Source: an optimization exercise on an open RTL-to-GDS flow (aim: small area, a short achievable clock period and few clock cycles per item). Production flows keep margins and buffers that such runs may drop. Function was checked by simulation only, so behaviour that the tests miss may differ from the original. Power figures rest on the tool's default switching activity, not on a simulated workload.

[flow/design.v]
module Fib
(
  input  clk,
  input  reset,
  input signed [32-1 : 0] fib_n,
  output signed [64-1 : 0] fib_return,
  output  fib_busy,
  input  fib_req
);
  wire [63:0] romv;
  wire r0866;
  wire r0867;
  wire r0868;
  wire r0869;
  wire r0870;
  wire r0871;
  wire r0872;
  wire r0873;
  wire r0874;
  wire r0875;
  wire r0876;
  wire r0877;
  wire r0878;
  wire r0879;
  wire r0880;
  wire r0881;
  wire r0882;
  wire r0883;
  wire r0884;
  wire r0885;
  wire r0886;
  wire r0887;
  wire r0888;
  wire r0889;
  wire r0890;
  wire r0891;
  wire r0892;
  wire r0893;
  wire r0894;
  wire r0895;
  wire r0896;
  wire r0897;
  wire r0898;
  wire r0899;
  wire r0900;
  wire r0901;
  wire r0902;
  wire r0903;
  wire r0904;
  wire r0905;
  wire r0906;
  wire r0907;
  wire r0908;
  wire r0909;
  wire r0910;
  wire r0911;
  wire r0912;
  wire r0913;
  wire r0914;
  wire r0915;
  wire r0916;
  wire r0917;
  wire r0918;
  wire r0919;
  wire r0920;
  wire r0921;
  wire r0922;
  wire r0923;
  wire r0924;
  wire r0925;
  wire r0926;
  wire r0927;
  wire r0928;
  wire r0929;
  wire r0930;
  wire r0931;
  wire r0932;
  wire r0933;
  wire r0934;
  wire r0935;
  wire r0936;
  wire r0937;
  wire r0938;
  wire r0939;
  wire r0940;
  wire r0941;
  wire r0942;
  wire r0943;
  wire r0944;
  wire r0945;
  wire r0946;
  wire r0947;
  wire r0948;
  wire r0949;
  wire r0950;
  wire r0951;
  wire r0952;
  wire r0953;
  wire r0954;
  wire r0955;
  wire r0956;
  wire r0957;
  wire r0958;
  wire r0959;
  wire r0960;
  wire r0961;
  wire r0962;
  wire r0963;
  wire r0964;
  wire r0965;
  wire r0966;
  wire r0967;
  wire r0968;
  wire r0969;
  wire r0970;
  wire r0971;
  wire r0972;
  wire r0973;
  wire r0974;
  wire r0975;
  wire r0976;
  wire r0977;
  wire r0978;
  wire r0979;
  wire r0980;
  wire r0981;
  wire r0982;
  wire r0983;
  wire r0984;
  wire r0985;
  wire r0986;
  wire r0987;
  wire r0988;
  wire r0989;
  wire r0990;
  wire r0991;
  wire r0992;
  wire r0993;
  wire r0994;
  wire r0995;
  wire r0996;
  wire r0997;
  wire r0998;
  wire r0999;
  wire r1000;
  wire r1001;
  wire r1002;
  wire r1003;
  wire r1004;
  wire r1005;
  wire r1006;
  wire r1007;
  wire r1008;
  wire r1009;
  wire r1010;
  wire r1011;
  wire r1012;
  wire r1013;
  wire r1014;
  wire r1015;
  wire r1016;
  wire r1017;
  wire r1018;
  wire r1019;
  wire r1020;
  wire r1021;
  wire r1022;
  wire r1023;
  wire r1024;
  wire r1025;
  wire r1026;
  wire r1027;
  wire r1028;
  wire r1029;
  wire r1030;
  wire r1031;
  wire r1032;
  wire r1033;
  wire r1034;
  wire r1035;
  wire r1036;
  wire r1037;
  wire r1038;
  wire r1039;
  wire r1040;
  wire r1041;
  wire r1042;
  wire r1043;
  wire r1044;
  wire r1045;
  wire r1046;
  wire r1047;
  wire r1048;
  wire r1049;
  wire r1050;
  wire r1051;
  wire r1052;
  wire r1053;
  wire r1054;
  wire r1055;
  wire r1056;
  wire r1057;
  wire r1058;
  wire r1059;
  wire r1060;
  wire r1061;
  wire r1062;
  wire r1063;
  wire r1064;
  wire r1065;
  wire r1066;
  wire r1067;
  wire r1068;
  wire r1069;
  wire r1070;
  wire r1071;
  wire r1072;
  wire r1073;
  wire r1074;
  wire r1075;
  wire r1076;
  wire r1077;
  wire r1078;
  wire r1079;
  wire r1080;
  wire r1081;
  wire r1082;
  wire r1083;
  wire r1084;
  wire r1085;
  wire r1086;
  wire r1087;
  wire r1088;
  wire r1089;
  wire r1090;
  wire r1091;
  wire r1092;
  wire r1093;
  wire r1094;
  wire r1095;
  wire r1096;
  wire r1097;
  wire r1098;
  wire r1099;
  wire r1100;
  wire r1101;
  wire r1102;
  wire r1103;
  wire r1104;
  wire r1105;
  wire r1106;
  wire r1107;
  wire r1108;
  wire r1109;
  wire r1110;
  wire r1111;
  wire r1112;
  wire r1113;
  wire r1114;
  wire r1115;
  wire r1116;
  wire r1117;
  wire r1118;
  wire r1119;
  wire r1120;
  wire r1121;
  wire r1122;
  wire r1123;
  wire r1124;
  wire r1125;
  wire r1126;
  wire r1127;
  wire r1128;
  wire r1129;
  wire r1130;
  wire r1131;
  wire r1132;
  wire r1133;
  wire r1134;
  wire r1135;
  wire r1136;
  wire r1137;
  wire r1138;
  wire r1139;
  wire r1140;
  wire r1141;
  wire r1142;
  wire r1143;
  wire r1144;
  wire r1145;
  wire r1146;
  wire r1147;
  wire r1148;
  wire r1149;
  wire r1150;
  wire r1151;
  wire r1152;
  wire r1153;
  wire r1154;
  wire r1155;
  wire r1156;
  wire r1157;
  wire r1158;
  wire r1159;
  wire r1160;
  wire r1161;
  wire r1162;
  wire r1163;
  wire r1164;
  wire r1165;
  wire r1166;
  wire r1167;
  wire r1168;
  wire r1169;
  wire r1170;
  wire r1171;
  wire r1172;
  wire r1173;
  wire r1174;
  wire r1175;
  wire r1176;
  wire r1177;
  wire r1178;
  wire r1179;
  wire r1180;
  wire r1181;
  wire r1182;
  wire r1183;
  wire r1184;
  wire r1185;
  wire r1186;
  wire r1187;
  wire r1188;
  wire r1189;
  wire r1190;
  wire r1191;
  wire r1192;
  wire r1193;
  wire r1194;
  wire r1195;
  wire r1196;
  wire r1197;
  wire r1198;
  wire r1199;
  wire r1200;
  wire r1201;
  wire r1202;
  wire r1203;
  wire r1204;
  wire r1205;
  wire r1206;
  wire r1207;
  wire r1208;
  wire r1209;
  wire r1210;
  wire r1211;
  wire r1212;
  wire r1213;
  wire r1214;
  wire r1215;
  wire r1216;
  wire r1217;
  wire r1218;
  wire r1219;
  wire r1220;
  wire r1221;
  wire r1222;
  wire r1223;
  wire r1224;
  wire r1225;
  wire r1226;
  wire r1227;
  wire r1228;
  wire r1229;
  wire r1230;
  wire r1231;
  wire r1232;
  wire r1233;
  wire r1234;
  wire r1235;
  wire r1236;
  wire r1237;
  wire r1238;
  wire r1239;
  wire r1240;
  wire r1241;
  wire r1242;
  wire r1243;
  wire r1244;
  wire r1245;
  wire r1246;
  wire r1247;
  wire r1248;
  wire r1249;
  wire r1250;
  wire r1251;
  wire r1252;
  wire r1253;
  wire r1254;
  wire r1255;
  wire r1256;
  wire r1257;
  wire r1258;
  wire r1259;
  wire r1260;
  wire r1261;
  wire r1262;
  wire r1263;
  wire r1264;
  wire r1265;
  wire r1266;
  wire r1267;
  wire r1268;
  wire r1269;
  wire r1270;
  wire r1271;
  wire r1272;
  wire r1273;
  wire r1274;
  wire r1275;
  wire r1276;
  wire r1277;
  wire r1278;
  wire r1279;
  wire r1280;
  wire r1281;
  wire r1282;
  wire r1283;
  wire r1284;
  wire r1285;
  wire r1286;
  wire r1287;
  wire r1288;
  wire r1289;
  wire r1290;
  wire r1291;
  wire r1292;
  wire r1293;
  wire r1294;
  wire r1295;
  wire r1296;
  wire r1297;
  wire r1298;
  wire r1299;
  wire r1300;
  wire r1301;
  wire r1302;
  wire r1303;
  wire r1304;
  wire r1305;
  wire r1306;
  wire r1307;
  wire r1308;
  wire r1309;
  wire r1310;
  wire r1311;
  wire r1312;
  wire r1313;
  wire r1314;
  wire r1315;
  wire r1316;
  wire r1317;
  wire r1318;
  wire r1319;
  wire r1320;
  wire r1321;
  wire r1322;
  wire r1323;
  wire r1324;
  wire r1325;
  wire r1326;
  wire r1327;
  wire r1328;
  wire r1329;
  wire r1330;
  wire r1331;
  wire r1332;
  wire r1333;
  wire r1334;
  wire r1335;
  wire r1336;
  wire r1337;
  wire r1338;
  wire r1339;
  wire r1340;
  wire r1341;
  wire r1342;
  wire r1343;
  wire r1344;
  wire r1345;
  wire r1346;
  wire r1347;
  wire r1348;
  wire r1349;
  wire r1350;
  wire r1351;
  wire r1352;
  wire r1353;
  wire r1354;
  wire r1355;
  wire r1356;
  wire r1357;
  wire r1358;
  wire r1359;
  wire r1360;
  wire r1361;
  wire r1362;
  wire r1363;
  wire r1364;
  wire r1365;
  wire r1366;
  wire r1367;
  wire r1368;
  wire r1369;
  wire r1370;
  wire r1371;
  wire r1372;
  wire r1373;
  wire r1374;
  wire r1375;
  wire r1376;
  wire r1377;
  wire r1378;
  wire r1379;
  wire r1380;
  wire r1381;
  wire r1382;
  wire r1383;
  wire r1384;
  wire r1385;
  wire r1386;
  wire r1387;
  wire r1388;
  wire r1389;
  wire r1390;
  assign r1299 = (~r0864);
  assign r1300 = (~r0865&~r0863&~r1299);
  assign r1301 = (~r1300);
  assign r1302 = (~r0859);
  assign r1303 = (~r0860&~r1302);
  assign r1304 = (~r0862);
  assign r1305 = (~r0861);
  assign r1306 = (~r1304&~r1305);
  assign r1307 = (~r1306);
  assign r1308 = (~r1303&~r1307);
  assign r1309 = (~r1308);
  assign r1310 = (~r1301&~r1309);
  assign r1311 = (~r0860&~r1307);
  assign r1312 = (~r0860);
  assign r1313 = (~r0859&~r1312);
  assign r1314 = (~r1313);
  assign r1315 = (~r0861&~r1304);
  assign r1316 = (~r1315);
  assign r1317 = (~r1314&~r1316);
  assign r1318 = (~r1311&~r1317);
  assign r1319 = (~r0862&~r0861);
  assign r1320 = (~r1319);
  assign r1321 = (~r1302&~r1312);
  assign r1322 = (~r1321);
  assign r1323 = (~r1320&~r1322);
  assign r1324 = (~r1323);
  assign r1325 = (~r0862&~r1305);
  assign r1326 = (~r0859&~r1320);
  assign r0866 = (~r1322&~r1326) | (~r1325&~r1326);
  assign r0867 = (~r0865);
  assign r0868 = (~r0863);
  assign r0869 = (~r0864&~r0867&~r0868);
  assign r0870 = (~r0869);
  assign r0871 = (~r1318&~r0870) | (~r1324&~r0870) | (~r0866&~r0870);
  assign r0872 = (~r0862&~r1312);
  assign r0873 = (~r0872);
  assign r0874 = (~r1302&~r1305);
  assign r0875 = (~r0874);
  assign r0876 = (~r0873&~r0875);
  assign r0877 = (~r0876);
  assign r0878 = (~r1312&~r1320);
  assign r0879 = (~r1325);
  assign r0880 = (~r0860&~r0879);
  assign r0881 = (~r0878&~r0880);
  assign r0882 = (~r0865&~r0868&~r1299);
  assign r0883 = (~r0882);
  assign r0884 = (~r1318&~r0883) | (~r0877&~r0883) | (~r0881&~r0883);
  assign r0885 = (~r0879&~r1314);
  assign r0886 = (~r1323&~r0885);
  assign r0887 = (~r1312&~r1316);
  assign r0888 = (~r0887);
  assign r0889 = (~r0860&~r1320);
  assign r0890 = (~r1302&~r0879);
  assign r0891 = (~r0889&~r0890);
  assign r0892 = (~r0863&~r0864&~r0867);
  assign r0893 = (~r0892);
  assign r0894 = (~r0886&~r0893) | (~r0888&~r0893) | (~r0891&~r0893);
  assign r1348 = (r1310) | (r0871) | (r0884) | (r0894);
  assign r0895 = (~r0859&~r0860);
  assign r0896 = (~r0895&~r1321);
  assign r0897 = (~r0896);
  assign r0898 = (~r1316&~r0897);
  assign r0899 = (~r0898);
  assign r0900 = (~r0895);
  assign r0901 = (~r0900&~r1307);
  assign r0902 = (~r0901);
  assign r0903 = (~r0899) | (~r0902);
  assign r0904 = (~r0879&~r0897);
  assign r0905 = (~r0900&~r0879);
  assign r0906 = (~r0905);
  assign r0907 = (~r1313) | (~r1319);
  assign r0908 = (~r0906) | (~r0907);
  assign r0909 = (~r0904&~r0908);
  assign r0910 = (~r0909);
  assign r0911 = (~r0903&~r0910) | (~r0869);
  assign r0912 = (~r0885);
  assign r0913 = (~r1303);
  assign r0914 = (~r1320&~r0913);
  assign r0915 = (~r0914);
  assign r0916 = (~r0912) | (~r0915);
  assign r0917 = (~r0916);
  assign r0918 = (~r0876&~r1317);
  assign r0919 = (~r0917) | (~r0918);
  assign r0920 = (~r0901&~r0919) | (~r0892);
  assign r0921 = (~r0879&~r0913);
  assign r0922 = (~r0859&~r1307);
  assign r0923 = (~r0887&~r0922);
  assign r0924 = (~r0923);
  assign r0925 = (~r0921&~r0924) | (~r0882);
  assign r1355 = (~r0911) | (~r0920) | (~r0925);
  assign r0926 = (~r1302&~r1316);
  assign r0927 = (~r0926&~r1311);
  assign r0928 = (~r0859&~r1316);
  assign r0929 = (~r1314&~r1307);
  assign r0930 = (~r0928&~r0929);
  assign r0931 = (~r0861&~r1302);
  assign r0932 = (~r0931);
  assign r0933 = (~r1312&~r1304);
  assign r0934 = (~r0933);
  assign r0935 = (~r0932&~r0934);
  assign r0936 = (~r0935);
  assign r0937 = (~r0930) | (~r0936);
  assign r0938 = (~r0878&~r0937) | (~r0892);
  assign r0939 = (~r1322&~r1307);
  assign r0940 = (~r0939) | (~r0882);
  assign r0941 = (~r1303) | (~r1305);
  assign r0942 = (~r0918) | (~r0941);
  assign r0943 = (~r0889&~r0908);
  assign r0944 = (~r0913&~r1307);
  assign r0945 = (~r0944);
  assign r0946 = (~r0943) | (~r0945);
  assign r0947 = (~r0942&~r0946) | (~r0869);
  assign r1358 = (~r0883&~r0927) | (~r0938) | (~r0940) | (~r0947);
  assign r0948 = (~r0900&~r1316);
  assign r0949 = (~r0948&~r0885);
  assign r0950 = (~r0949);
  assign r0951 = (~r1323&~r0921);
  assign r0952 = (~r0951);
  assign r0953 = (~r0950&~r0952);
  assign r0954 = (~r0953);
  assign r0955 = (~r1308&~r0954) | (~r0892);
  assign r0956 = (~r1304&~r1322);
  assign r0957 = (~r1316&~r0913);
  assign r0958 = (~r0957);
  assign r0959 = (~r0958) | (~r0877);
  assign r0960 = (~r0959);
  assign r0961 = (~r0960&~r0870) | (~r0881&~r0870);
  assign r0962 = (~r1300&~r0961) | (~r0956&~r0961);
  assign r0963 = (~r1320&~r0896);
  assign r0964 = (~r1312&~r0879);
  assign r0965 = (~r0964&~r0957);
  assign r0966 = (~r0965);
  assign r0967 = (~r0929&~r0963&~r0948&~r0966) | (~r0882);
  assign r1347 = (~r0955) | (~r0962) | (~r0967);
  assign r0968 = (~r0939);
  assign r0969 = (~r0926);
  assign r0970 = (~r0968) | (~r0949) | (~r0969);
  assign r0971 = (~r0963&~r0966) | (~r0869);
  assign r0972 = (~r0895&~r1316);
  assign r0973 = (~r0972&~r0922);
  assign r0974 = (~r0973);
  assign r0975 = (~r1322) | (~r1319);
  assign r0976 = (~r0895&~r0975);
  assign r0977 = (~r0948&~r0876);
  assign r0978 = (~r0977);
  assign r0979 = (~r0976&~r0978);
  assign r0980 = (~r0956);
  assign r0981 = (~r0979) | (~r0980);
  assign r0982 = (~r1300&~r0981) | (~r1300&~r0892) | (~r0974&~r0981) | (~r0974&~r0892);
  assign r1346 = (~r0883&~r0970) | (~r0971) | (~r0982);
  assign r0983 = (~r0905&~r0957);
  assign r0984 = (~r0983);
  assign r0985 = (~r1319&~r0984) | (~r0869);
  assign r0986 = (~r0874&~r0934);
  assign r0987 = (~r0921&~r0986);
  assign r0988 = (~r0987) | (~r0882);
  assign r0989 = (~r0974&~r0954) | (~r0892);
  assign r1345 = (~r1301&~r0930) | (~r0985) | (~r0988) | (~r0989);
  assign r0990 = (~r0887&~r0876);
  assign r0991 = (~r0990);
  assign r0992 = (~r1307&~r0901&~r0991) | (~r1303&~r0901&~r0991);
  assign r0993 = (~r0899) | (~r0945);
  assign r0994 = (~r0887&~r1311);
  assign r0995 = (~r0994);
  assign r0996 = (~r0995&~r0978&~r0910);
  assign r0997 = (~r0993&~r0996) | (~r0892);
  assign r1359 = (~r0934&~r0883) | (~r0870&~r0992) | (~r0997);
  assign r0998 = (~r0877) | (~r0975);
  assign r0999 = (~r0932&~r0998) | (~r0933&~r0998);
  assign r1000 = (~r0859&~r0879);
  assign r1001 = (~r1312&~r1307);
  assign r1002 = (~r1000&~r1001);
  assign r1003 = (~r0923) | (~r1002) | (~r0869);
  assign r1004 = (~r0928&~r0964);
  assign r1005 = (~r1004);
  assign r1006 = (~r0944&~r1005) | (~r1300);
  assign r1007 = (~r1316) | (~r0907);
  assign r1008 = (~r1307&~r0897);
  assign r1009 = (~r1008);
  assign r1010 = (~r1009) | (~r0936);
  assign r1011 = (~r1007&~r1010) | (~r0892);
  assign r1344 = (~r0883&~r0999) | (~r1003) | (~r1006) | (~r1011);
  assign r1012 = (~r1321&~r1307);
  assign r1013 = (~r1000&~r0935);
  assign r1014 = (~r1013) | (~r0877);
  assign r1015 = (~r0963&~r1012&~r1014);
  assign r1016 = (~r0914&~r0905);
  assign r1017 = (~r0879&~r0897) | (~r1016);
  assign r1018 = (~r0935&~r1017) | (~r0869);
  assign r1019 = (~r1308&~r0978) | (~r0882);
  assign r1020 = (~r0889&~r1323&~r0885);
  assign r1021 = (~r0870&~r1020);
  assign r1022 = (~r1021);
  assign r1357 = (~r0893&~r1015) | (~r1018) | (~r1019) | (~r1022);
  assign r1023 = (~r0928);
  assign r1024 = (~r0902) | (~r1023);
  assign r1025 = (~r0890&~r0889&~r1024);
  assign r1026 = (~r0957&~r0998) | (~r0892);
  assign r1027 = (~r0859&~r1005) | (~r0882);
  assign r1028 = (~r0890);
  assign r1029 = (~r1028) | (~r0934);
  assign r1030 = (~r0927);
  assign r1031 = (~r1029&~r1030) | (~r1300);
  assign r1343 = (~r0870&~r1025) | (~r1026) | (~r1027) | (~r1031);
  assign r1032 = (~r0859&~r0994);
  assign r1033 = (~r0905&~r0976&~r1032);
  assign r1034 = (~r0963);
  assign r1035 = (~r0968) | (~r1034);
  assign r1036 = (~r0904&~r0959&~r1035) | (~r0892);
  assign r1037 = (~r0860&~r1316);
  assign r1038 = (~r1037);
  assign r1039 = (~r1302&~r1320);
  assign r1040 = (~r1039);
  assign r1041 = (~r1314) | (~r1306);
  assign r1042 = (~r1038) | (~r1040) | (~r1041);
  assign r1043 = (~r0886) | (~r0891);
  assign r1044 = (~r1042&~r1043) | (~r0882);
  assign r1045 = (~r0905&~r1323);
  assign r1046 = (~r1045);
  assign r1047 = (~r0991&~r1046);
  assign r1048 = (~r1047);
  assign r1049 = (~r1030&~r1048) | (~r1300);
  assign r1342 = (~r0870&~r1033) | (~r1036) | (~r1044) | (~r1049);
  assign r1050 = (~r0948);
  assign r1051 = (~r1002) | (~r0869) | (~r1050);
  assign r1052 = (~r0879&~r0913) | (~r0975);
  assign r1053 = (~r1311&~r0957);
  assign r1054 = (~r1053) | (~r0949);
  assign r1055 = (~r1052&~r1054) | (~r0892);
  assign r1361 = (~r1309&~r0883) | (~r1051) | (~r1055);
  assign r1056 = (~r0909) | (~r0958) | (~r0990);
  assign r1057 = (~r0922&~r1056) | (~r1300);
  assign r1058 = (~r0860&~r1304&~r0874);
  assign r1059 = (~r1058&~r1046) | (~r0869);
  assign r1060 = (~r1313) | (~r0861);
  assign r1061 = (~r1038) | (~r1060);
  assign r1062 = (~r1052&~r1061) | (~r0892);
  assign r1063 = (~r1005&~r0952) | (~r0882);
  assign r1341 = (~r1057) | (~r1059) | (~r1062) | (~r1063);
  assign r1064 = (~r0908);
  assign r1065 = (~r1064) | (~r1028);
  assign r1066 = (~r0901&~r0972&~r1065) | (~r0869);
  assign r1067 = (~r1317&~r0944);
  assign r1068 = (~r1312) | (~r1304);
  assign r1069 = (~r1067) | (~r1068);
  assign r1070 = (~r0929&~r1069) | (~r1300);
  assign r1071 = (~r0862&~r0897);
  assign r1072 = (~r1071);
  assign r1073 = (~r1072) | (~r0899) | (~r0968);
  assign r1074 = (~r0929);
  assign r1075 = (~r1318&~r0893) | (~r1074&~r0893) | (~r1040&~r0893);
  assign r1076 = (~r1073&~r1075) | (~r0882&~r1075);
  assign r1340 = (~r1066) | (~r1070) | (~r1076);
  assign r1077 = (~r0862&~r0896);
  assign r1078 = (~r0936) | (~r0945);
  assign r1079 = (~r1078&~r0942) | (~r0869);
  assign r1080 = (~r0865&~r0864&~r0868);
  assign r1081 = (~r0895&~r1307);
  assign r1082 = (~r1081&~r0935);
  assign r1083 = (~r1082&~r0883) | (~r0873&~r0883);
  assign r1084 = (~r0892&~r0939&~r1083) | (~r0892&~r1080&~r1083) | (~r1042&~r0939&~r1083) | (~r1042&~r1080&~r1083);
  assign r1339 = (~r1311&~r1301&~r1077) | (~r1079) | (~r1084);
  assign r1085 = (~r1326&~r0926);
  assign r1086 = (~r1085);
  assign r1087 = (~r1038) | (~r0873) | (~r0892);
  assign r1362 = (~r1086&~r1087) | (~r0883&~r1009) | (~r1018);
  assign r1088 = (~r0957&~r1048) | (~r0869);
  assign r1089 = (~r0970) | (~r0882);
  assign r1090 = (~r0914&~r1024) | (~r0892);
  assign r1356 = (~r1088) | (~r1089) | (~r1090);
  assign r1091 = (~r1082);
  assign r1092 = (~r0984&~r1091&~r0954) | (~r0882);
  assign r1093 = (~r1016) | (~r0902) | (~r1028);
  assign r1094 = (~r1093) | (~r0869);
  assign r1095 = (~r0860&~r0874) | (~r1028) | (~r1023);
  assign r1096 = (~r1095) | (~r0892);
  assign r1354 = (~r1092) | (~r1094) | (~r1096);
  assign r1097 = (~r1307&~r0896);
  assign r1098 = (~r1038&~r1303) | (~r1040&~r1303);
  assign r1099 = (r0898) | (r1098);
  assign r1100 = (~r1097&~r1099) | (~r1300);
  assign r1101 = (~r1035&~r0942) | (~r0892);
  assign r1102 = (~r1080);
  assign r1103 = (~r1307&~r1102);
  assign r1104 = (~r1077);
  assign r1105 = (~r0930&~r0883) | (~r1104&~r0883);
  assign r1106 = (~r1313&~r1105) | (~r1103&~r1105);
  assign r1107 = (~r0917) | (~r1318);
  assign r1108 = (~r1107) | (~r0869);
  assign r1337 = (~r1100) | (~r1101) | (~r1106) | (~r1108);
  assign r1109 = (~r0914&~r1061);
  assign r1363 = (~r0870&~r0996) | (~r0893&~r1109) | (~r0940);
  assign r1110 = (~r0872&~r0931&~r1311);
  assign r1111 = (~r1068);
  assign r1112 = (~r1111&~r0993) | (~r0882);
  assign r1113 = (~r0893&~r1095);
  assign r1114 = (~r1103&~r1113);
  assign r1115 = (~r1311);
  assign r1116 = (~r0960) | (~r1115);
  assign r1117 = (~r1017&~r1116) | (~r0869);
  assign r1336 = (~r1301&~r1110) | (~r1112) | (~r1114) | (~r1117);
  assign r1118 = (~r0922&~r0926&~r0908);
  assign r1119 = (~r0994) | (~r1023);
  assign r1120 = (~r1071&~r1119) | (~r0882);
  assign r1121 = (~r0913&~r0870) | (~r0861&~r0870);
  assign r1122 = (~r1078&~r1121) | (~r1080&~r1121);
  assign r1123 = (~r1326&~r0978);
  assign r1124 = (~r0936) | (~r0902);
  assign r1125 = (~r1124);
  assign r1126 = (~r1123) | (~r0968) | (~r1125);
  assign r1127 = (~r0889);
  assign r1128 = (~r1126) | (~r1127) | (~r1045);
  assign r1129 = (~r1128) | (~r0892);
  assign r1335 = (~r1301&~r1118) | (~r1120) | (~r1122) | (~r1129);
  assign r1130 = (~r0976&~r1119&~r0952) | (~r0869);
  assign r1364 = (~r1130) | (~r1036) | (~r1026);
  assign r1131 = (~r1326&~r0924&~r1098);
  assign r1386 = (~r0870&~r0945);
  assign r1132 = (~r1080&~r1386) | (~r0993);
  assign r1133 = (~r0965&~r0870) | (~r1068&~r0870);
  assign r1134 = (~r1048&~r1133) | (~r0892&~r1133);
  assign r1135 = (~r0943);
  assign r1136 = (~r0978&~r1081&~r1135) | (~r1300);
  assign r1334 = (~r0883&~r1131) | (~r1132) | (~r1134) | (~r1136);
  assign r1137 = (~r1320&~r0900);
  assign r1138 = (~r1137&~r0885);
  assign r1139 = (~r0958) | (~r0877) | (~r0907);
  assign r1140 = (~r1139) | (~r0892);
  assign r1365 = (~r0870&~r1138) | (~r1140) | (~r1094);
  assign r1141 = (~r0931&~r0880&~r0922);
  assign r1142 = (~r1008&~r1014) | (~r0882);
  assign r1143 = (~r0941) | (~r0862) | (~r1080);
  assign r1144 = (~r0976);
  assign r1145 = (r1058) | (~r1144) | (~r0951);
  assign r1146 = (~r1325&~r0976);
  assign r1147 = (~r1001);
  assign r1148 = (~r1304&~r0900);
  assign r1149 = (~r1148);
  assign r1150 = (~r1146&~r0893) | (~r1147&~r0893) | (~r1149&~r0893);
  assign r1151 = (~r0869&~r1150) | (~r1145&~r1150);
  assign r1333 = (~r1301&~r1141) | (~r1142) | (~r1143) | (~r1151);
  assign r1152 = (~r0939&~r1317&~r1098);
  assign r1153 = (~r0964&~r0995) | (~r1080);
  assign r1154 = (~r1039&~r1000);
  assign r1155 = (~r1074) | (~r1154) | (~r1050);
  assign r1156 = (~r0969&~r0893) | (~r0879&~r0893);
  assign r1157 = (~r1155&~r1156) | (~r1300&~r1156);
  assign r1158 = (~r0901&~r1056) | (~r0869);
  assign r1332 = (~r0883&~r1152) | (~r1153) | (~r1157) | (~r1158);
  assign r1159 = (~r0886) | (~r1041);
  assign r1160 = (~r1317&~r0921&~r1159);
  assign r1161 = (~r0944&~r1077) | (~r0869);
  assign r1366 = (~r0893&~r1160) | (~r1161);
  assign r1162 = (~r0951&~r0893) | (~r1085&~r0893);
  assign r1163 = (~r1138&~r1301) | (~r1307&~r1301) | (~r1149&~r1301);
  assign r1164 = (~r0890&~r1037);
  assign r1165 = (~r1164&~r1102) | (~r0936&~r1102) | (~r1074&~r1102);
  assign r1166 = (~r1162&~r1163&~r1165);
  assign r1167 = (~r1325&~r0895&~r0926);
  assign r1168 = (~r1016) | (~r1004);
  assign r1169 = (~r1167&~r1168) | (~r0882);
  assign r1170 = (~r1069) | (~r0869);
  assign r1331 = (~r1166) | (~r1169) | (~r1170);
  assign r1171 = (~r0880&~r1037&~r1001);
  assign r1172 = (~r0872&~r1037&~r1124);
  assign r1367 = (~r0870&~r1172) | (~r0893&~r1171);
  assign r1173 = (~r1126) | (~r0892);
  assign r1174 = (~r0908&~r1091) | (~r0882);
  assign r1175 = (~r0998&~r0995) | (~r0869);
  assign r1353 = (~r1173) | (~r1174) | (~r1175);
  assign r1176 = (~r0880&~r0956);
  assign r1177 = (~r0949&~r0893) | (~r1176&~r0893);
  assign r1178 = (~r0973&~r0883) | (~r0877&~r0883) | (~r0907&~r0883);
  assign r1179 = (~r0935&~r1012);
  assign r1180 = (~r1179&~r1102) | (~r1045&~r1102) | (~r1023&~r1102);
  assign r1181 = (~r0897&~r0880) | (~r1315&~r0880);
  assign r1182 = (~r1181&~r1301) | (~r0945&~r1301) | (~r1138&~r1301);
  assign r1183 = (~r1177&~r1178&~r1180&~r1182);
  assign r1330 = (~r0870&~r1306&~r1077) | (~r1183);
  assign r1184 = (~r1071&~r1030) | (~r0869);
  assign r1185 = (~r0945) | (~r0888);
  assign r1186 = (~r1061&~r1185) | (~r0892);
  assign r1368 = (~r1184) | (~r1186);
  assign r1187 = (~r1164);
  assign r1188 = (~r0963&~r1185&~r1187);
  assign r1189 = (~r0897&~r0883) | (~r1320&~r0883);
  assign r1190 = (~r1109&~r1189) | (~r1034&~r1189) | (~r1080&~r1189);
  assign r1191 = (~r0901&~r1099) | (~r0869);
  assign r1192 = (~r0926&~r0978);
  assign r1193 = (~r1192);
  assign r1194 = (~r0924&~r0952&~r1193) | (~r0892);
  assign r1329 = (~r1301&~r1188) | (~r1190) | (~r1191) | (~r1194);
  assign r1195 = (~r0976&~r1008);
  assign r1196 = (~r1195);
  assign r1197 = (~r0928&~r1187&~r1196);
  assign r1198 = (~r0956&~r0919) | (~r0882);
  assign r1199 = (~r0916&~r0978);
  assign r1200 = (~r1199) | (~r0969);
  assign r1201 = (~r1200) | (~r1080);
  assign r1202 = (~r0870&~r1110);
  assign r1203 = (~r1300&~r1202) | (~r1013&~r1202);
  assign r1328 = (~r0893&~r1197) | (~r1198) | (~r1201) | (~r1203);
  assign r1204 = (~r1086&~r1116) | (~r0869);
  assign r1205 = (~r0978&~r1091) | (~r0892);
  assign r1369 = (~r1204) | (~r1205);
  assign r1206 = (~r0922);
  assign r1207 = (~r0897) | (~r1315);
  assign r1208 = (~r1206&~r0883) | (~r0891&~r0883) | (~r1207&~r0883);
  assign r1209 = (~r1064&~r0870) | (~r0927&~r0870);
  assign r1210 = (~r0865&~r0863&~r0864);
  assign r1211 = (~r1210);
  assign r1212 = (~r1316&~r0978) | (~r1303&~r0978);
  assign r1213 = (~r1301&~r1212) | (~r0968&~r1211);
  assign r1214 = (~r1208&~r1209&~r1213);
  assign r1215 = (~r1192) | (~r1147) | (~r0881);
  assign r1216 = (~r1215) | (~r0892);
  assign r1217 = (~r1029&~r1135) | (~r1080);
  assign r1390 = (~r1214) | (~r1216) | (~r1217);
  assign r1218 = (~r1023&~r0876&~r0935) | (~r1312&~r0876&~r0935);
  assign r1219 = (~r0926&~r1081) | (~r0892);
  assign r1370 = (~r0870&~r1218) | (~r1219);
  assign r1220 = (~r1302&~r1307);
  assign r1221 = (~r1125) | (~r1023);
  assign r1222 = (~r1039&~r1220&~r1221);
  assign r1223 = (~r1124&~r0978);
  assign r1224 = (~r1223);
  assign r1225 = (~r0946&~r1224) | (~r0869);
  assign r1226 = (~r0984&~r1196) | (~r0882);
  assign r1227 = (~r1179) | (~r0983) | (~r1127);
  assign r1228 = (~r0880&~r1102&~r1167);
  assign r1229 = (~r0929&~r1227&~r1228) | (~r0929&~r1300&~r1228) | (~r1210&~r1227&~r1228) | (~r1210&~r1300&~r1228);
  assign r1389 = (~r0893&~r1222) | (~r1225) | (~r1226) | (~r1229);
  assign r1230 = (~r0924&~r1386) | (~r0892&~r1386);
  assign r1372 = (~r0870&~r1199) | (~r1230);
  assign r1231 = (~r1144) | (~r1045);
  assign r1232 = (~r1220&~r1231&~r1224);
  assign r1233 = (~r0949) | (~r0902) | (~r0958);
  assign r1234 = (~r0880&~r0963&~r1233) | (~r0869);
  assign r1235 = (~r1020) | (~r0990);
  assign r1236 = (~r0874&~r1137) | (~r1080);
  assign r1237 = (~r1211&~r1115) | (~r1236);
  assign r1238 = (~r1235&~r1237) | (~r0892&~r1237);
  assign r1239 = (~r0899) | (~r0968) | (~r1045);
  assign r1240 = (~r0922&~r0978&~r1239) | (~r0882);
  assign r1388 = (~r1301&~r1232) | (~r1234) | (~r1238) | (~r1240);
  assign r1241 = (~r1185&~r1065) | (~r0869);
  assign r1373 = (~r1206&~r0893) | (~r1241);
  assign r1242 = (~r1147) | (~r0866) | (~r1149);
  assign r1243 = (~r0972);
  assign r1244 = (~r0943&~r0870) | (~r1243&~r0870);
  assign r1245 = (~r0882&~r1091&~r1244) | (~r0882&~r1210&~r1244) | (~r1242&~r1091&~r1244) | (~r1242&~r1210&~r1244);
  assign r1246 = (~r1001&~r1145) | (~r1300);
  assign r1247 = (~r1223) | (~r1147) | (~r0881);
  assign r1248 = (~r0876&~r0935&~r1097);
  assign r1249 = (~r0880);
  assign r1250 = (~r1248&~r1102) | (~r1249&~r1102) | (~r1034&~r1102);
  assign r1251 = (~r1247&~r1250) | (~r0892&~r1250);
  assign r1387 = (~r1245) | (~r1246) | (~r1251);
  assign r1252 = (~r1317&~r0889&~r1008&~r0984);
  assign r1253 = (~r0904&~r0963&~r1193);
  assign r1254 = (~r1233&~r1196) | (~r0892);
  assign r1352 = (~r0870&~r1253) | (~r0883&~r1252) | (~r1254);
  assign r1255 = (~r1081);
  assign r1256 = (~r0899) | (~r0866);
  assign r1257 = (~r1256) | (~r0869);
  assign r1374 = (~r0893&~r1255) | (~r1257);
  assign r1258 = (~r1192) | (~r1144) | (~r1176);
  assign r1259 = (~r1034&~r0893) | (~r1147&~r0893) | (~r1038&~r0893);
  assign r1260 = (~r0899&~r1211) | (~r1255&~r1211);
  assign r1261 = (~r1146&~r1301) | (~r1243&~r1301) | (~r0980&~r1301);
  assign r1262 = (~r1258&~r1259&~r1260&~r1261) | (~r0882&~r1259&~r1260&~r1261);
  assign r1263 = (~r1012&~r1168) | (~r1080);
  assign r1264 = (~r0889&~r0978&~r1046&~r1032) | (~r0869);
  assign r1382 = (~r1262) | (~r1263) | (~r1264);
  assign r1265 = (~r0870&~r0902);
  assign r1266 = (~r0892&~r1265) | (~r0939&~r1265);
  assign r1375 = (~r1088) | (~r1266);
  assign r1267 = (~r0883) | (~r1211);
  assign r1268 = (~r0929&~r1221) | (~r1267);
  assign r1269 = (~r1300&~r0869);
  assign r1270 = (~r1269);
  assign r1271 = (~r0880&~r1032) | (~r1270);
  assign r1272 = (~r0929) | (~r1300);
  assign r1273 = (~r0893) | (~r1102);
  assign r1274 = (~r1181) | (~r1060) | (~r1273);
  assign r1371 = (~r1268) | (~r1271) | (~r1272) | (~r1274);
  assign r1376 = (~r1123&~r0870) | (~r0886&~r0870) | (~r1067&~r0870);
  assign r1377 = (~r1072&~r0870) | (~r0902&~r0870) | (~r1243&~r0870);
  assign r1275 = (~r0903&~r0954) | (~r1270);
  assign r1276 = (~r0943) | (~r1002);
  assign r1277 = (~r1276) | (~r1273);
  assign r1278 = (~r0964&~r1010) | (~r1267);
  assign r1360 = (~r1275) | (~r1272) | (~r1277) | (~r1278);
  assign r1378 = (~r0951&~r0870) | (~r1004&~r0870) | (~r0945&~r0870);
  assign r1379 = (~r1249&~r0870) | (~r1023&~r0870);
  assign r1279 = (~r0901&~r1086) | (~r1270);
  assign r1280 = (~r1039&~r1000&~r1220) | (~r1273);
  assign r1281 = (~r0890&~r0928) | (~r1267);
  assign r1349 = (~r1279) | (~r1272) | (~r1280) | (~r1281);
  assign r1380 = (~r0912&~r0870) | (~r1023&~r0870);
  assign r1385 = (~r0870&~r1125);
  assign r1282 = (~r1300&~r1385) | (~r1008&~r1385);
  assign r1283 = (~r0890&~r0901&~r0956&~r0976) | (~r0882);
  assign r1284 = (~r0873) | (~r0941) | (~r1060) | (~r0892);
  assign r1350 = (~r1282) | (~r1022) | (~r1283) | (~r1284);
  assign r1381 = (~r1053&~r0870) | (~r0977&~r0870);
  assign r1285 = (~r0979) | (~r0945);
  assign r1286 = (~r1285) | (~r1270);
  assign r1287 = (~r0904&~r1137&~r1124) | (~r1273);
  assign r1288 = (~r1239) | (~r1267);
  assign r1338 = (~r1286) | (~r1287) | (~r1272) | (~r1288);
  assign r1289 = (~r0935&~r1052&~r1005);
  assign r1290 = (~r0889&~r0893);
  assign r1291 = (~r0977) | (~r1013) | (~r1206) | (~r1290);
  assign r1292 = (~r0939) | (~r0867) | (~r0864);
  assign r1293 = (~r0937&~r1231) | (~r0882);
  assign r1351 = (~r0870&~r1289) | (~r1291) | (~r1292) | (~r1293);
  assign r1383 = (~r0870&~r0958);
  assign r1384 = (~r0870&~r1318);
  assign r1294 = (~r0953&~r1269) | (~r1085&~r1269);
  assign r1295 = (~r1310&~r1265&~r1294);
  assign r1296 = (~r0880&~r0986&~r1285) | (~r1267);
  assign r1297 = (~r1007&~r0921&~r0986);
  assign r1298 = (~r0898&~r1297) | (~r1273);
  assign r1327 = (~r1295) | (~r1296) | (~r1298);
  assign r0865 = fib_n[6];
  assign r0863 = fib_n[4];
  assign r0864 = fib_n[5];
  assign r0859 = fib_n[0];
  assign r0860 = fib_n[1];
  assign r0862 = fib_n[3];
  assign r0861 = fib_n[2];
  assign romv[29] = r1348;
  assign romv[35] = r1355;
  assign romv[38] = r1358;
  assign romv[28] = r1347;
  assign romv[27] = r1346;
  assign romv[26] = r1345;
  assign romv[39] = r1359;
  assign romv[25] = r1344;
  assign romv[37] = r1357;
  assign romv[24] = r1343;
  assign romv[23] = r1342;
  assign romv[40] = r1361;
  assign romv[22] = r1341;
  assign romv[21] = r1340;
  assign romv[20] = r1339;
  assign romv[41] = r1362;
  assign romv[36] = r1356;
  assign romv[34] = r1354;
  assign romv[19] = r1337;
  assign romv[42] = r1363;
  assign romv[18] = r1336;
  assign romv[17] = r1335;
  assign romv[43] = r1364;
  assign romv[16] = r1334;
  assign romv[44] = r1365;
  assign romv[15] = r1333;
  assign romv[14] = r1332;
  assign romv[45] = r1366;
  assign romv[13] = r1331;
  assign romv[46] = r1367;
  assign romv[33] = r1353;
  assign romv[12] = r1330;
  assign romv[47] = r1368;
  assign romv[11] = r1329;
  assign romv[10] = r1328;
  assign romv[48] = r1369;
  assign romv[9] = r1390;
  assign romv[49] = r1370;
  assign romv[8] = r1389;
  assign romv[50] = r1372;
  assign romv[7] = r1388;
  assign romv[51] = r1373;
  assign romv[6] = r1387;
  assign romv[32] = r1352;
  assign romv[52] = r1374;
  assign romv[5] = r1382;
  assign romv[53] = r1375;
  assign romv[4] = r1371;
  assign romv[54] = r1376;
  assign romv[55] = r1377;
  assign romv[3] = r1360;
  assign romv[56] = r1378;
  assign romv[57] = r1379;
  assign romv[2] = r1349;
  assign romv[58] = r1380;
  assign romv[30] = r1350;
  assign romv[59] = r1381;
  assign romv[1] = r1338;
  assign romv[31] = r1351;
  assign romv[60] = r1383;
  assign romv[61] = r1384;
  assign romv[0] = r1327;
  assign romv[62] = r1385;
  assign romv[63] = r1386;
  reg  [63:0] cur, nxt;
  reg  [31:0] cnt;
  reg         busy;
  reg  [2:0]  ph;        
  reg  [1:0]  st;        
  reg         c;         
  reg         b;         
  wire neg  = fib_n[31];
  wire big  = ~neg & ((|fib_n[30:7]) | (fib_n[6:0] >= 7'd94));
  wire [63:0] tab = neg ? 64'h0 : romv;
  wire first = (ph == 3'd0);
  wire last  = (ph == 3'd7);
  wire [8:0] sum = nxt[7:0] + cur[7:0] + c;
  wire [7:0] nin = st[1] ? sum[7:0] : {7'd0, st[0] & first};
  wire [4:0] dec = {1'b0, cnt[3:0]} - b;
  wire       under = dec[4];
  always @(posedge clk) begin
    cur <= ({64{busy}} & {nxt[7:0], cur[63:8]})
         | ({64{~busy & fib_req}} & tab)
         | ({64{~busy & ~fib_req}} & cur);
    nxt <= {nin, nxt[63:8]};
    if (busy)
      cnt <= {dec[3:0], cnt[31:4]};
    else
      cnt <= fib_n;
    c <= sum[8] & ~last;
    b <= busy & (last | under);
  end
  always @(posedge clk) begin
    if (reset) begin
      busy <= 1'b0;
      ph <= 3'd0;
      st <= 2'd0;
    end else if (busy) begin
      ph <= ph + 3'd1;
      if (last) begin
        if (st != 2'd2) st <= st + 2'd1;
        if (st == 2'd2 && under) busy <= 1'b0;
      end
    end else if (fib_req & big) begin
      busy <= 1'b1;
      ph <= 3'd0;
      st <= 2'd0;
    end
  end
  assign fib_return = cur;
  assign fib_busy = busy;
endmodule
[flow/constraint.sdc]
create_clock -name core_clock -period 5.0 [get_ports {clk}]
set_input_delay 1.0000 -clock core_clock [delete_from_list [all_inputs] [get_ports {clk}]]
set_output_delay 1.0000 -clock core_clock [all_outputs]
set_load 0.01 [all_outputs]
[flow/config.mk]
export PLATFORM = sky130hd
export DESIGN_NAME = Fib
export DESIGN_NICKNAME = Fib
export VERILOG_FILES = /design/flow/design.v
export SDC_FILE = /design/flow/constraint.sdc
export NUM_CORES = 4
export LEC_CHECK = 0
export ABC_AREA = 1
export CAP_MARGIN = 20
export CORE_MARGIN = 2
export CORE_UTILIZATION = 40
export PLACE_DENSITY = 0.85
export SETUP_SLACK_MARGIN = 2.5
export SLEW_MARGIN = 20
[flow/standard.sh]
#!/bin/bash
# synth_recipe.tcl (not shown) runs the flow's synth.tcl, then flattens the netlist and writes it again
# the make line also repeats each setting of config.mk as NAME=value (left out here)
make -C /OpenROAD-flow-scripts/flow DESIGN_CONFIG=/design/flow/config.mk WORK_HOME=/design/flow/orfs CLKGATE_MAP_FILE= SYNTH_SCRIPT=/design/flow/synth_recipe.tcl "${@:-finish}"
[flow/flow/run.sh]
#!/bin/bash
set -euo pipefail
export BUFFER_PORTS_ARGS="-buffer_cell sky130_fd_sc_hd__buf_1"
export CTS_ARGS="-sink_clustering_enable -repair_clock_nets -dont_use_dummy_load"
bash standard.sh > standard_flow.log 2>&1
==> flow_summary.ini, run 1 <==
[die]
start_util_pct = 41.0
rows = 52
chipHeight_um = 149
die_area_um2 = 22100
ioPinCount = 100
coreArea_um2 = 20400
die_w_um = 149

[logic_synthesis]
syn_inst = 1198
yosysWarnings = 8
async_flop_share_pct = 0
synth_compound_area_share_pct = 17.7
syn_area_um2 = 8390
synthFlopType = dfxtp_1
synthAdderAreaFrac_pct = 3.01
synth_top_cell_area_share_pct = 40.1
syn-num-nets = 1252
muxShareOfSynthArea_pct = 0
synth_edf_count = 0
yosysTopAreaCell = dfxtp_1
ys_seq_area_share_pct = 40.1
synth_cell_types = 42
synth-seq-cells = 168
synth_common_cells = nand2_1 (346), dfxtp_1 (168), o21ai_0 (130), inv_1 (92), nand3_1 (92)
synth_xor_area_share_pct = 0.209
syn_avg_cell_area_um2 = 7.00
yosys.area_share.simple_pct = 31.2
synth_top_family_by_area = simple AND/OR/NAND/NOR gates
synth_most_common_cell = nand2_1
synth_area_leaders = dfxtp_1 (40%), nand2_1 (15%), o21ai_0 (7.8%)

[critical_path]
crit_fanout = 9
worstPathRequired_ns = 5.31
cp.arrival_ns = 2.87
cp_common_cell = nand2_1
start_kind = input pin
critical_path.top_delay_family = simple AND/OR/NAND/NOR gates
r2r.worst_path.cells = 7
path_cells = buf_6, inv_4, ha_2, nand2_4, inv_2, nand2_2, buf_6, nand2_1, inv_2, nand2_1, a21oi_2, nand4_1, nand2_1, nand2_1
crit_buf_inv = 5
crit_path_end_kind = register
r2r_setup_slack_ns = 2.67
cp.depth = 14
crit_type = input pin to register
cpMaxStageDelayCell = nand4_1
slowest_delay_ns = 0.28

[sta]
setup_viol = 0
slew_headroom_pct = 35.4
worst_slew_pin_slew_ns = 0.967
fmax_mhz = 391
finalClockSkew_ns = 0.0365
tns_ns = 0
finalHoldViolCount = 0
setup_ws_ns = 2.44
period_minus_slack_ns = 2.56
fin_crit_sh_pct = 51.1
rsz0062_at_grt = true
drv_slew = 0

[power]
p_total_mw = 3.19
power_density_nw_per_um2 = 321
ir_drop_uv = 188
p_leak_nw = 4.71

[clocking]
cts_hold_buf = 0
clk_pin_slew_ns = 0.09
root_buffer = clkbuf_16
numCtsBuffers = 17
h-tree-depth = 4
cts_num_sinks = 168
cts_buffer_depth = 2
clk_latency_ns = 0.44
cts_tree = built

[finish]
area_delta_synth_final_pct = 18.3
postLayoutCoreUtil_pct = 48.6
nFillCells = 2126
drive_gt1_share_pct = 13.3
diodes = 0
fin_nets = 1359
multi_input_area_um2 = 4660
ff_latch_area_um2 = 3370
fin_cells = 1573

[global_routing]
grt.total_usage_pct = 40.8
grt_pass1_vias = 9273
overflow = 0
grt_pass1_wl_um = 64200
grt_max_degree = 57
antenna_found_initial = 1

[job]
max_cap_viol_count = 0

[routing]
post_drt_via_cell_ratio = 6.13
drtIter0Drc = 1127
drt-total-wl_um = 45200
avgRoutedWirePerCell_um = 28.7
vias = 9635
drc_errors = 0
dr.pass1.iters = 6
postRouteAntennaNets = 0

[place]
port_buffers = 99
gp_congestion = 1.08
preCtsSetupSlack_ns = 1.24
place_hpwl_um = 34500
dp_cells = 1541

[hold_path]
hold_path.class = register to register
holdPathStages = 0

[run_status]
run_status = complete, no violations
-- state kept, by name, indices dropped and copies added, names as in the netlist --
signal	flops
st	2
cur	64
cnt	32
c	1
nxt	64
b	1
ph	3
busy	1
-- final timing paths --
path / startpoint / end
setup / recovery: fib_n[0] / cur[19]
hold / removal: nxt[28] / nxt[20]
setup reg to reg: busy / cur[37]
hold reg to reg: nxt[28] / nxt[20]
-- worst register-to-register path, cell delays in order, from the launching register on --
cell and delay [ns]:
dfxtp_4 0.62, inv_2 0.25, nand2_1 0.35, inv_1 0.12, nand2_2 0.28, a31oi_1 0.12
a211oi_2 0.39, nand2_1 0.08
-- cells in the final DEF (no fill, tap or decap), drive strengths merged, types with 2 or more instances in the layout --
| cell | count |
|---|---|
| inv | 107 |
| a31oi | 4 |
| a21oi | 36 |
| clkinvlp | 3 |
| ha | 17 |
| a221oi | 3 |
| o31ai | 5 |
| a22oi | 43 |
| a211oi | 3 |
| o22ai | 2 |
| clkbuf | 19 |
| o21ai | 142 |
| buf | 131 |
| nor2 | 103 |
| o2111ai | 5 |
| nand4 | 23 |
| nand2 | 366 |
| nand3 | 93 |
| o21bai | 2 |
| fa | 2 |
| dfxtp | 168 |
| o211ai | 8 |
| nor3 | 11 |
-- where the power goes --
| part | internal (mW) | switching, mW | total (mW) |
|---|---|---|---|
| combinational | 0.164 | 0.444 | 0.607 |
| sequential | 1.42 | 0.0681 | 1.49 |
| clock | 0.592 | 0.504 | 1.10 |
| total | 2.17 | 1.02 | 3.19 |
-- timing repair --
item / CTS / global route
buffers inserted: 9 / 6
resized for setup: 58 / 56
pin swaps: 4 / 6
setup endpoints to repair: 69 / 44
-- final cells by class --
type | count | share of cell area, %
multi-input combinational | 875 | 46.9
sequential | 168 | 33.9
timing repair buffer | 133 | 6.93
inverter | 110 | 4.50
clock buffer | 17 | 4.29
tap | 270 | 3.40
-- through the flow --
stage                     hold WS, ns  instance area (µm²)
after floorplan                 0.310                 8390
after global placement          0.310                 9020
after detailed placement        0.312                 9020
after CTS                       0.312                 9690
after global routing            0.316                 9920
final                           0.307                 9920
-- layer usage --
metal	GRT usage, %	vias up	routed length [µm]
li1	-	4201	-
met5	0	-	34
met2	63.0	694	19700
met4	24.8	2	3350
met3	11.8	195	4890
met1	50.4	4543	17200
-- kinds of logic (layout without fill, tap and decap cells) --
group,after synthesis,after routing
buffers and inverters,155,260
adder cells (fa/ha/maj),19,19
AND/OR/NAND/NOR,598,598
AO/OA/AOI/OAI,256,256
flip-flops,168,168
XOR/XNOR,2,2
Testbench counts, summed over its fixed seeds: cycles 1,024, requests 1,024.
==> inputs of run 2 (changes only) <==
--- a/flow/config.mk
+++ b/flow/config.mk
@@ -12,3 +12,3 @@
 export PLACE_DENSITY = 0.85
-export SETUP_SLACK_MARGIN = 2.5
+export SETUP_SLACK_MARGIN = 2.4
 export SLEW_MARGIN = 20
==> run 2 against run 1 <==
  * Still clean
  * Clock skew fell by 0.00073 ns
  * Combinational power shrank 2%
  * Synthesized cell count unchanged
  * Final area shrank 1.8%
  * Register-to-register slack about the same
  * Via count is 0.40% higher
  * Setup slack got worse by 0.10 ns
  * Sequential power about the same
  * Critical path type unchanged
  * Critical endpoint is now cur[17]
==> flow_summary.ini, run 2 <==
[run_status]
run_status = complete, no violations

[logic_synthesis]
syn_inst = 1198
syn_avg_cell_area_um2 = 7.00
synth_top_cell_area_share_pct = 40.1
ys_seq_area_share_pct = 40.1
synth_most_common_cell = nand2_1
syn-num-nets = 1252
async_flop_share_pct = 0
synth_cell_types = 42
synth-seq-cells = 168
yosysWarnings = 8
synth_area_leaders = dfxtp_1 (40%), nand2_1 (15%), o21ai_0 (7.8%)
synth_common_cells = nand2_1 (346), dfxtp_1 (168), o21ai_0 (130), inv_1 (92), nand3_1 (92)
synth_edf_count = 0
synthFlopType = dfxtp_1
syn_area_um2 = 8390
yosysTopAreaCell = dfxtp_1

[job]
max_cap_viol_count = 0

[routing]
vias = 9674
dr_wl_met3_um = 5080
postRouteAntennaNets = 0
drtIter0Drc = 1199
avgRoutedWirePerCell_um = 28.5
dr.pass1.iters = 6
drc_errors = 0
route.met2.wl_um = 18900
topRoutingLayerUsed = met4
drt-total-wl_um = 44700
wl_met1_um = 16800
post_drt_via_cell_ratio = 6.18

[critical_path]
critical_path.top_delay_family = simple AND/OR/NAND/NOR gates
cp_common_cell = nand2_1
slowest_delay_ns = 0.39
worstPathRequired_ns = 5.29
cp.arrival_ns = 2.95
start_kind = input pin
path_cells = clkbuf_4, inv_4, ha_2, nand2_1, nand2_2, o21ai_0, nand2_1, nor2_4, nand2_1, nand2_1, nand2_1
crit_path_end_kind = register
crit_fanout = 9
cpMaxStageDelayCell = o21ai_0
crit_type = input pin to register
crit_buf_inv = 2

[hold_path]
hold_path.class = register to register

[global_routing]
overflow = 0
grt.total_usage_pct = 40.4
antenna_found_initial = 2
grt_pass1_wl_um = 63300
grt_max_degree = 70
grt_pass1_vias = 9336

[place]
gp_congestion = 1.24
preCtsSetupSlack_ns = 1.05
port_buffers = 99
dp_cells = 1533
place_hpwl_um = 33900

[finish]
fin_cells = 1565
layout_commonest_cell = nand2_1
reg_top3 = cur: 64 flops, nxt: 64 flops, cnt: 32 flops
multi_input_area_um2 = 4570
layout_common_cells = nand2_1 (326), dfxtp_1 (167), o21ai_0 (119)
nFillCells = 2141
drive_gt1_share_pct = 11.7
area_delta_synth_final_pct = 16.2
ff_latch_area_um2 = 3370
fin_nets = 1350

[power]
power_density_nw_per_um2 = 326
ir_drop_uv = 233
p_leak_nw = 4.62

[die]
chipHeight_um = 149
coreArea_um2 = 20400
rows = 52
ioPinCount = 100
start_util_pct = 41.0
die_w_um = 149
die_area_um2 = 22100

[clocking]
clk_latency_ns = 0.44
cts_num_sinks = 168
cts_tree = built
h-tree-depth = 4
numCtsBuffers = 17
clk_pin_slew_ns = 0.09
root_buffer = clkbuf_16
cts_hold_buf = 0
cts_buffer_depth = 2

[sta]
period_minus_slack_ns = 2.66
finalClockSkew_ns = 0.0358
drv_slew = 0
setup_ws_ns = 2.34
rsz0062_at_grt = true
tns_ns = 0
slew_headroom_pct = 45.6
fin_crit_sh_pct = 53.2
finalHoldViolCount = 0
fmax_mhz = 376
worst_slew_pin_slew_ns = 0.807
setup_viol = 0
run 2: layout make-up:
class	instances	area share [%]
Clock buffer	17	4.37
Timing Repair Buffer	124	6.16
Tap cell	270	3.47
Inverter	110	4.49
Antenna cell	1	0.0257
Sequential cell	168	34.6
Multi-Input combinational cell	875	46.9
run 2: logic make-up (layout without fill, tap and decap cells):
group	Yosys count	in the layout	synth area share, %
flops	168	168	40.1
compound gates	256	256	17.7
buf+inv	155	251	7.77
simple gates	598	598	31.2
fa+ha+maj	19	19	3.01
xor+xnor	2	2	0.209
other cells	0	1	0
run 2: metal layers:
| metal | GRT usage [%] | vias to the layer above |
|---|---|---|
| li1 | - | 4175 |
| met4 | 28.4 | 0 |
| met1 | 49.1 | 4520 |
| met2 | 61.4 | 766 |
| met3 | 12.0 | 213 |
| met5 | 0 | - |
run 2: through the flow:
step	power [mW]	hold WS (ns)	area (µm²)	utilization, %
finish	3.18	0.299	9740	47.7
global route	3.26	0.314	9740	47.7
CTS	3.14	0.299	9600	47.0
detailed placement	2.04	0.313	8960	43.9
global placement	2.05	0.310	8960	43.9
floorplan	1.80	0.310	8390	-
run 2: worst paths after layout:
check / from / to / slack, ns / depth (start not counted)
hold / removal: nxt[34] / nxt[26] / 0.30 / 0
setup reg to reg: busy / cur[49] / 2.66 / 8
setup / recovery: fib_n[0] / cur[17] / 2.34 / 11
hold reg to reg: nxt[34] / nxt[26] / 0.30 / 0
run 2: power by group:
part | internal, mW | leakage (nW) | switching [mW]
logic | 0.154 | 3.03 | 0.437
registers | 1.42 | 1.37 | 0.0694
clock network | 0.591 | 0.209 | 0.504
run 2: what timing repair did:
action | CTS | global route
pin swaps | 4 | 5
setup endpoints to repair | 65 | 44
setup buffers | 9 | 5
resized for setup | 52 | 34
cloned | 0 | 0
run 2: worst register-to-register path, stage by stage (launching register included):
cell and delay (ns):
dfxtp_4 0.62, inv_2 0.26, nand2_1 0.28, inv_1 0.11, buf_12 0.20, nand2_4 0.19, inv_6 0.13, o211ai_1 0.22
o2111ai_1 0.19
==> inputs of run 3 (changes only) <==
--- a/flow/config.mk
+++ b/flow/config.mk
@@ -12,3 +12,3 @@
 export PLACE_DENSITY = 0.85
-export SETUP_SLACK_MARGIN = 2.4
+export SETUP_SLACK_MARGIN = 2.9
 export SLEW_MARGIN = 20
==> run 3 against run 2 <==
  * Flip-flop and latch count is the same
  * Register-to-register slack gained 0.22 ns
  * Final area grew 19%
  * Sequential share of layout area shrank 5.6 points
  * Critical path depth shrank 2
  * Global-route usage grew 1.6 points
  * Clock power is essentially flat
  * Combinational power grew 31%
  * Critical path type unchanged
  * Critical endpoint is now cur[13]
  * Largest power group unchanged
  * Highest routed layer unchanged
==> flow_summary.ini, run 3 <==
[logic_synthesis]
synth_common_cells = nand2_1 (346), dfxtp_1 (168), o21ai_0 (130), inv_1 (92), nand3_1 (92)
syn_avg_cell_area_um2 = 7.00
synth_xor_area_share_pct = 0.209
synthFlopType = dfxtp_1
yosysWarnings = 8
synth_most_common_cell = nand2_1
synthAdderAreaFrac_pct = 3.01
muxShareOfSynthArea_pct = 0
synth-seq-cells = 168
syn_inst = 1198
yosys.area_share.simple_pct = 31.2
syn-num-nets = 1252
synth_compound_area_share_pct = 17.7
synth_top_family_by_area = simple AND/OR/NAND/NOR gates
synth_area_leaders = dfxtp_1 (40%), nand2_1 (15%), o21ai_0 (7.8%)
synth_top_cell_area_share_pct = 40.1
synth_edf_count = 0
yosysTopAreaCell = dfxtp_1
synth_cell_types = 42
syn_area_um2 = 8390
ys_seq_area_share_pct = 40.1
async_flop_share_pct = 0

[finish]
layout_commonest_cell = nand2_1
ff_latch_area_um2 = 3370
drive_gt1_share_pct = 25.7
diodes = 0
layout_common_cells = nand2_1 (287), dfxtp_1 (163), o21ai_0 (97)
area_delta_synth_final_pct = 38.7
nFillCells = 1934
fin_nets = 1434
multi_input_area_um2 = 5260
reg_top3 = cur: 64 flops, nxt: 64 flops, cnt: 32 flops

[hold_path]
hold_path.class = register to register
min_from = nxt[29]

[power]
p_leak_nw = 5.42
power.internal_mw = 2.27
p_switching_mw = 1.08
pwr-share-seq_pct = 44.4
ir_drop_uv = 272
p_sw_share_pct = 32.2
p_total_mw = 3.34
power_frac_comb_pct = 23.3
power_density_nw_per_um2 = 287
power_frac_clock_pct = 32.3

[die]
ioPinCount = 100
die_w_um = 149
die_area_um2 = 22100
rows = 52
chipHeight_um = 149
coreArea_um2 = 20400
start_util_pct = 41.0

[critical_path]
crit_path_end_kind = register
cp.arrival_ns = 2.59
start_kind = input pin
slowest_delay_ns = 0.36
crit_start = fib_n[2]
path_cells = buf_16, nor2_4, buf_4, nand2_1, nand2_2, o21ai_0, nand3_1, o21ai_1, nand2_1
r2r_start = busy
crit_fanout = 8
crit_type = input pin to register
cp_common_cell = nand2_1
worstPathRequired_ns = 5.29
cpMaxStageDelayCell = nand2_1

[clocking]
cts_tree = built
clk_latency_ns = 0.43
clk_pin_slew_ns = 0.08
root_buffer = clkbuf_16
h-tree-depth = 4
cts_buffer_depth = 2
cts_num_sinks = 168
cts_hold_buf = 0
numCtsBuffers = 17

[sta]
tns_ns = 0
finalHoldViolCount = 0
slew_headroom_pct = 52.4
period_minus_slack_ns = 2.29
setup_viol = 0
rsz0062_at_grt = true
fmax_mhz = 436
worst_slew_pin_slew_ns = 0.713
drv_slew = 0
finalClockSkew_ns = 0.0312
fin_crit_sh_pct = 45.9

[routing]
post_drt_via_cell_ratio = 6.28
dr.pass1.iters = 10
avgRoutedWirePerCell_um = 29.0
drt-total-wl_um = 47700
drc_errors = 0
postRouteAntennaNets = 0
vias = 10400
drtIter0Drc = 1602

[place]
gp_congestion = 1.18
port_buffers = 99
place_hpwl_um = 32800

[job]
max_cap_viol_count = 0

[run_status]
run_status = complete, no violations

[global_routing]
grt.total_usage_pct = 42.1
grt_max_degree = 64
overflow = 0
grt_pass1_vias = 9646
antenna_found_initial = 0
grt_pass1_wl_um = 66200
run 3: cell count changes in the layout (fill, tap and decap cells not counted), sizes merged:
cell	before	now
bufbuf	0	4
diode	1	0
nand2	366	367
clkinvlp	2	3
clkinv	0	4
clkbuf	20	22
buf	121	198
inv	108	103
run 3: worst paths after layout:
| kind | endpoint | slack [ns] | cells after the start |
|---|---|---|---|
| setup / recovery | cur[13] | 2.71 | 9 |
| hold reg to reg | nxt[21] | 0.31 | 0 |
| hold / removal | nxt[21] | 0.31 | 0 |
| setup reg to reg | cur[50] | 2.88 | 6 |
run 3: cell type report:
class / count / share of cell area (%)
Multi-Input combinational cell: 876 / 45.2
Sequential cell: 168 / 29.0
Timing Repair Buffer: 207 / 14.5
Inverter: 110 / 4.71
Clock buffer: 17 / 3.66
Tap cell: 270 / 2.90
run 3: cell families (layout without fill, tap and decap cells):
kind of cell	Yosys count	after routing
AO/OA/AOI/OAI	256	256
flip-flops	168	168
XOR/XNOR	2	2
buffers and inverters	155	334
AND/OR/NAND/NOR	598	599
adder cells (fa/ha/maj)	19	19
run 3: metrics by stage:
stage	hold slack [ns]	std cells	setup WS (ns)	cell area, µm²	utilization (%)
after floorplan	0.310	1198	2.80	8540	-
after global placement	0.310	1533	1.14	9090	44.5
after detailed placement	0.313	1533	1.25	9090	44.5
after CTS	0.316	1605	2.84	10800	52.8
after global routing	0.316	1648	2.74	11600	57.0
final	0.311	1648	2.71	11600	57.0
run 3: power groups by stage:
stage / Sequential (mW) / Combinational (mW) / Clock [mW]
2_1_floorplan: 1.50 / 0.312 / 0
3_3_place_gp: 1.51 / 0.546 / 0
3_5_place_dp: 1.52 / 0.535 / 0
4_1_cts: 1.48 / 0.665 / 1.09
5_1_grt: 1.49 / 0.799 / 1.14
6_report: 1.49 / 0.777 / 1.08
run 3: worst max-delay path, delay by kind of cell:
family                 cells  cell delay [ns]
buffers and inverters      2             0.32
AOI/OAI and AO/OA          2             0.44
and+or+nand+nor            5             0.81
run 3: routing by layer:
metal  routed length, µm  global-route usage (%)  vias to the layer above  share of wire, %
li1                    -                       -                     4368                 -
met3                6080                    12.3                      292                13
met2               19600                    61.9                      866                41
met4                4400                    30.6                        0               9.2
met5                   0                       0                        -                 0
met1               17700                    52.5                     4826                37
run 3: what timing repair did:
action | in CTS | in global routing
resized for setup | 211 | 115
endpoints found under the setup margin | 71 | 66
setup buffers | 50 | 39
cloned | 5 | 4
pin swaps | 32 | 51
==> inputs of run 4 (changes only) <==
--- a/flow/config.mk
+++ b/flow/config.mk
@@ -12,3 +12,3 @@
 export PLACE_DENSITY = 0.85
-export SETUP_SLACK_MARGIN = 2.9
+export SETUP_SLACK_MARGIN = 2.8
 export SLEW_MARGIN = 20
==> run 4 against run 3 <==
  * Still clean
  * Synthesized cell count stayed put
  * Critical path depth is 3 higher
  * Wire length hardly changed
  * Total power is 0.33% higher
  * Setup slack worse by 0.043 ns
  * Final cell count hardly changed
  * Sequential power hardly changed
==> flow_summary.ini, run 4 <==
[job]
max_cap_viol_count = 0

[die]
ioPinCount = 100
coreArea_um2 = 20400
chipHeight_um = 149
die_area_um2 = 22100
rows = 52
die_w_um = 149
start_util_pct = 41.0

[clocking]
clk_pin_slew_ns = 0.07
cts_hold_buf = 0
cts_buffer_depth = 2
clk_latency_ns = 0.44
root_buffer = clkbuf_16
cts_tree = built
numCtsBuffers = 17
cts_num_sinks = 168
h-tree-depth = 4

[logic_synthesis]
synth_common_cells = nand2_1 (346), dfxtp_1 (168), o21ai_0 (130), inv_1 (92), nand3_1 (92)
async_flop_share_pct = 0
muxShareOfSynthArea_pct = 0
syn-num-nets = 1252
yosysWarnings = 8
synth_top_family_by_area = simple AND/OR/NAND/NOR gates
synth_cell_types = 42
yosysTopAreaCell = dfxtp_1
syn_area_um2 = 8390
synthFlopType = dfxtp_1
syn_inst = 1198
synth_compound_area_share_pct = 17.7
synth_top_cell_area_share_pct = 40.1
synth_xor_area_share_pct = 0.209
yosys.area_share.simple_pct = 31.2
synthAdderAreaFrac_pct = 3.01
synth_area_leaders = dfxtp_1 (40%), nand2_1 (15%), o21ai_0 (7.8%)
syn_avg_cell_area_um2 = 7.00
synth-seq-cells = 168
synth_edf_count = 0
ys_seq_area_share_pct = 40.1
synth_most_common_cell = nand2_1

[finish]
fin_nets = 1433
diodes = 0
reg_top3 = cur: 64 flops, nxt: 64 flops, cnt: 32 flops
area_delta_synth_final_pct = 40.0
drive_gt1_share_pct = 27.5
layout_commonest_cell = nand2_1
layout_common_cells = nand2_1 (286), dfxtp_1 (167), buf_1 (91)

[critical_path]
crit_fanout = 7
r2r.worst_path.cells = 7
start_kind = input pin
crit_path_end_kind = register
r2r_setup_slack_ns = 2.96
r2r-end = cur[50]
crit_type = input pin to register
cp.arrival_ns = 2.65
worstPathRequired_ns = 5.31
r2r_start = busy

[sta]
period_minus_slack_ns = 2.34
drv_slew = 0
rsz0062_at_grt = true
worst_slew_pin_slew_ns = 0.913
slew_headroom_pct = 39.1
setup_ws_ns = 2.66
fin_crit_sh_pct = 46.8
tns_ns = 0
finalClockSkew_ns = 0.0424
fmax_mhz = 428
finalHoldViolCount = 0
setup_viol = 0

[routing]
drt-total-wl_um = 47700
avgRoutedWirePerCell_um = 29.0
postRouteAntennaNets = 0
post_drt_via_cell_ratio = 6.23
dr.pass1.iters = 10
vias = 10300
drtIter0Drc = 1231
drc_errors = 0

[global_routing]
grt_pass1_vias = 9921
overflow = 0
grt_pass1_wl_um = 66500
grt.total_usage_pct = 42.3
grt_max_degree = 40
antenna_found_initial = 0

[place]
gp_congestion = 1.10
port_buffers = 99
place_hpwl_um = 33800
preCtsSetupSlack_ns = 1.31

[power]
ir_drop_uv = 198
p_leak_nw = 5.39
power_density_nw_per_um2 = 286

[hold_path]
hold_path.class = register to register
holdPathStages = 0
hold_path_end = nxt[51]
min_from = nxt[59]

[run_status]
run_status = complete, no violations
[run 4: critical path: stages]
cell     delay (ns)
buf_6          0.10
buf_12         0.14
buf_12         0.13
ha_4           0.20
inv_1          0.14
nor2_4         0.08
inv_4          0.11
nand2_1        0.12
o21ai_0        0.22
nand3_1        0.11
o21ai_2        0.21
nand3_1        0.09
[run 4: timing repair]
action,CTS,global route
buffers inserted,50,40
endpoints found under the setup margin,70,57
gates resized for setup,227,158
gates cloned,3,3
pin swaps,49,64
[run 4: cell type report]
type,instances,area (µm²)
fill,1891,8690
inverter,110,553
sequential,168,3370
tap,270,338
timing repair buffer,204,1550
clock buffer,17,425
multi-input combinational,878,5510
[run 4: worst max-delay path by stage]
stage	startpoint	to	slack, ns	cells past startpoint
floorplan	fib_n[1]	cur[7]	2.78	13
global placement	fib_n[2]	cur[32]	1.19	7
detailed placement	fib_n[2]	cur[8]	1.31	11
CTS	fib_n[3]	cur[8]	2.75	13
global route	fib_n[1]	cur[7]	2.68	14
finish	fib_n[1]	cur[14]	2.66	12
[run 4: per-stage QoR]
step           instance area, µm²  util [%]  cells  total power, mW  hold WS [ns]
6_report                    11700      57.5   1647             3.35         0.311
5_1_grt                     11700      57.5   1647             3.45         0.319
4_1_cts                     10800      52.7   1604             3.23         0.309
3_5_place_dp                 9060      44.3   1534             2.05         0.312
3_3_place_gp                 9060      44.3   1534             2.06         0.310
2_1_floorplan                8490         -   1198             1.81         0.310
[run 4: report_power, final]
part / switching (mW) / internal [mW]
registers: 0.0641 / 1.42
clock network: 0.490 / 0.591
logic: 0.533 / 0.257
total: 1.09 / 2.27
[run 4: routing by layer]
layer / global-route usage, % / up-vias / part of all wire, % / wire, µm
li1: - / 4362 / - / -
met1: 50.5 / 4798 / 37 / 17500
met2: 63.9 / 862 / 42 / 20200
met3: 14.6 / 242 / 13 / 5970
met4: 29.5 / 0 / 8.4 / 4020
met5: 0 / - / 0 / 0
[run 4: logic make-up after synthesis]
family,count (synthesis)
compound gates,256
xor+xnor,2
fa+ha+maj,19
buf+inv,155
flops,168
simple gates,598

Re-timed with assumed drivers on the ports (clkbuf_16 on the clock, buf_2 on other inputs), run 4 has 2.671 ns of setup slack against 2.662 ns with ideal ports, and 2.201 ns once port delays also move by the mid clock arrival of 0.470 ns.
